This is an optimization exercise on Yosys and OpenROAD, whose aim is small area and a short achievable clock period, not a production implementation. The RTL was checked by simulation tests, not by an equivalence proof against the original design. Power is estimated from default activity; no workload was simulated.

## CPU
module CPU(clock,reset,MemData,MemOut,rd,wr,PC,IR,MBR,AC,MAR,SR);
For scale: about 3000 cells after synthesis, about 170 flip-flops, roughly 110 I/O pins.
==> module CPU, before the edit <==
module CPU(clock,reset,MemData,MemOut,rd,wr,PC,IR,MBR,AC,MAR,SR);
input clock;
input reset;
input signed [15:0] MemData;
output reg signed [15:0] MemOut;
output reg [10:0] PC,MAR;
output reg signed [15:0] IR,MBR;
output signed [15:0] AC;
output reg wr,rd;
output [3:0] SR;    
reg [2:0] state;
reg signed [15:0] ACr;      
reg [3:0] SRr;
reg accSel;                 
wire [3:0] op = IR[15:12];
wire       m  = IR[11];
wire        ld   = (op == 4'h1);
wire        sub  = (op == 4'h4);
wire        ls   = ld | (op == 4'h3) | sub;   
wire        mul  = (op == 4'h5);
wire        dv   = (op == 4'h6);
wire        sa   = ACr[15];
wire [15:0] lorA;
assign lorA[0] = 1'b0;
genvar ga;
generate
  for (ga = 1; ga < 16; ga = ga + 1) begin : la
    assign lorA[ga] = |ACr[ga-1:0];
  end
endgenerate
wire [15:0] absa = {16{dv}} & (ACr ^ ({16{sa}} & lorA));
reg  [15:0] absAr;
always @(posedge clock) absAr <= absa;
reg ldq, subq, lsq, mulq, dvq;
always @(posedge clock) begin
  ldq <= ld; subq <= sub; lsq <= ls; mulq <= mul; dvq <= dv;
end
wire [15:0] d1, B1c;
wire        cin1;
wire [4:0] s3_r, s3_q;
cpu_s3 u_s3(.MemData(MemData), .IRlo(IR[11:0]), .dv(dvq), .sub(subq), .absAr(absAr),
            .ACr(ACr), .d1(d1), .cin1(cin1), .B1c(B1c), .r_out(s3_r), .q_out(s3_q));
reg [15:0] B1r;
reg        cinr, d1s;
always @(posedge clock)
  if (state == 3'd3) begin
    B1r <= B1c; cinr <= cin1; d1s <= d1[15];
  end
reg [4:0] p1r, p1q;
always @(posedge clock) begin
  p1r <= s3_r;
  p1q <= s3_q;
end
wire [13:0] s4_r;
wire [8:0] s4_q;
cpu_s4 u_s4(.p1r(p1r), .absAr(absAr), .ACr(ACr), .B1r(B1r), .cinr(cinr), .dv(dvq),
            .r_out(s4_r), .q_out(s4_q));
reg [13:0] p2r;
reg [13:0] p2q;
always @(posedge clock) begin
  p2r <= s4_r;
  p2q <= {p1q, s4_q};
end
wire [15:0] res;
wire [3:0]  resf;
cpu_s0 u_s0(.p2r(p2r), .p2q(p2q), .absAr(absAr), .ACr(ACr), .SRr(SRr), .accSel(accSel),
            .B1r(B1r), .cinr(cinr), .d1s(d1s), .dv(dvq), .mul(mulq), .ls(lsq), .ld(ldq), .sub(subq),
            .res(res), .resf(resf), .AC(AC), .SR(SR));
always @(posedge clock) begin
  if (reset) begin
    PC <= 0; MAR <= 0; IR <= 0; MBR <= 0; ACr <= 0; MemOut <= 0; SRr <= 0;
    rd <= 1; wr <= 0;
    accSel <= 0;
    state <= 0;
  end else
  case (state)
  0: begin
    rd <= 1; wr <= 0;
    MAR <= PC;
    if (accSel) begin
      ACr <= res;
      SRr <= resf;
    end
    accSel <= 0;
    state <= 1;
  end
  1: begin
    rd <= 1; wr <= 0;
    IR <= MemData;
    PC <= PC + 1'b1;
    state <= 2;
  end
  2: begin
    if (m) MAR <= IR[10:0];
    state <= 3;
  end
  3: begin
    state <= 4;
    case (op)
      4'h1, 4'h3, 4'h4, 4'h5, 4'h6: MBR <= d1;
      4'h2: begin MBR <= ACr; rd <= 0; wr <= 1; end
      4'h7: begin PC <= MAR; state <= 0; end
      4'h8: if (SRr[3]) begin PC <= MAR; state <= 0; end
      default: ;
    endcase
  end
  4: begin
    state <= 0;
    case (op)
      4'h2: MemOut <= MBR;
      4'h1, 4'h3, 4'h4, 4'h5, 4'h6: accSel <= 1'b1;
      default: ;
    endcase
  end
  default: state <= 0;
  endcase
end
endmodule
Settings: LEC_CHECK=0, ABC_AREA=1, CAP_MARGIN=20, CORE_MARGIN=2, CORE_UTILIZATION=40, SLEW_MARGIN=20, SYNTH_HIERARCHICAL=1; clock period 32.0 ns.
standard.sh (not shown) runs the stock make flow with config.mk's settings and CLKGATE_MAP_FILE= SYNTH_SCRIPT=/design/flow/synth_recipe.tcl, a recipe that flattens the netlist after the stock synthesis.
==> flow/flow/run.sh <==
#!/bin/bash
set -euo pipefail
MARGIN=$(python3 -c "print(round(${FLOW_PERIOD_NS} - 12.5, 3))")
bash standard.sh SETUP_SLACK_MARGIN=$MARGIN "BUFFER_PORTS_ARGS=-buffer_cell sky130_fd_sc_hd__buf_1" finish > standard_flow.log 2>&1
The first run finished with timing, DRC and antenna clean.
Then changed:
--- a/flow/design.v
+++ b/flow/design.v
@@ -32,12 +32,8 @@
 reg  [15:0] absAr;
 always @(posedge clock) absAr <= absa;
-reg ldq, subq, lsq, mulq, dvq;
-always @(posedge clock) begin
-  ldq <= ld; subq <= sub; lsq <= ls; mulq <= mul; dvq <= dv;
-end
 wire [15:0] d1, B1c;
 wire        cin1;
 wire [4:0] s3_r, s3_q;
-cpu_s3 u_s3(.MemData(MemData), .IRlo(IR[11:0]), .dv(dvq), .sub(subq), .absAr(absAr),
+cpu_s3 u_s3(.MemData(MemData), .IRlo(IR[11:0]), .dv(dv), .sub(sub), .absAr(absAr),
             .ACr(ACr), .d1(d1), .cin1(cin1), .B1c(B1c), .r_out(s3_r), .q_out(s3_q));
 reg [15:0] B1r;
@@ -54,5 +50,5 @@
 wire [13:0] s4_r;
 wire [8:0] s4_q;
-cpu_s4 u_s4(.p1r(p1r), .absAr(absAr), .ACr(ACr), .B1r(B1r), .cinr(cinr), .dv(dvq),
+cpu_s4 u_s4(.p1r(p1r), .absAr(absAr), .ACr(ACr), .B1r(B1r), .cinr(cinr), .dv(dv),
             .r_out(s4_r), .q_out(s4_q));
 reg [13:0] p2r;
@@ -65,5 +61,5 @@
 wire [3:0]  resf;
 cpu_s0 u_s0(.p2r(p2r), .p2q(p2q), .absAr(absAr), .ACr(ACr), .SRr(SRr), .accSel(accSel),
-            .B1r(B1r), .cinr(cinr), .d1s(d1s), .dv(dvq), .mul(mulq), .ls(lsq), .ld(ldq), .sub(subq),
+            .B1r(B1r), .cinr(cinr), .d1s(d1s), .dv(dv), .mul(mul), .ls(ls), .ld(ld), .sub(sub),
             .res(res), .resf(resf), .AC(AC), .SR(SR));
 always @(posedge clock) begin
The changed run completed with no timing, DRC or antenna violations; utilization hardly moves; final area hardly moves; area after synthesis fell by 1.1%; cell count stays flat; critical path depth fell by 1; clock power rose by about 2%; setup slack degrades by 0.084 ns.

[port drivers added, routing unchanged]
The flow's constraints put no driver on any port. The routed layouts listed below were extracted and timed again, unchanged, in two steps.
Step 1: set_driving_cell puts a clkbuf_16 on clock and a buf_2 on each other input, an assumption about the parent block.
Step 2 adds t to the input delays and takes it off the output delays; t is the mean of the earliest and latest rising clock arrival at the registers after step 1. Input paths then give back, and output paths get back, about the clock's delay inside the block.
Slacks: ideal ports / drivers / drivers and shift; pairs: ideal ports / drivers.
run	t, ns	setup WS [ns]	hold WS [ns]	worst register clock-pin slew, ns
the first run	0.499	20.143 / 20.090 / 20.589	0.329 / 0.329 / 0.329	0.07 / 0.07
the second run	0.501	20.060 / 20.007 / 20.508	0.319 / 0.319 / 0.319	0.08 / 0.08
After both steps every run listed still meets setup and hold.
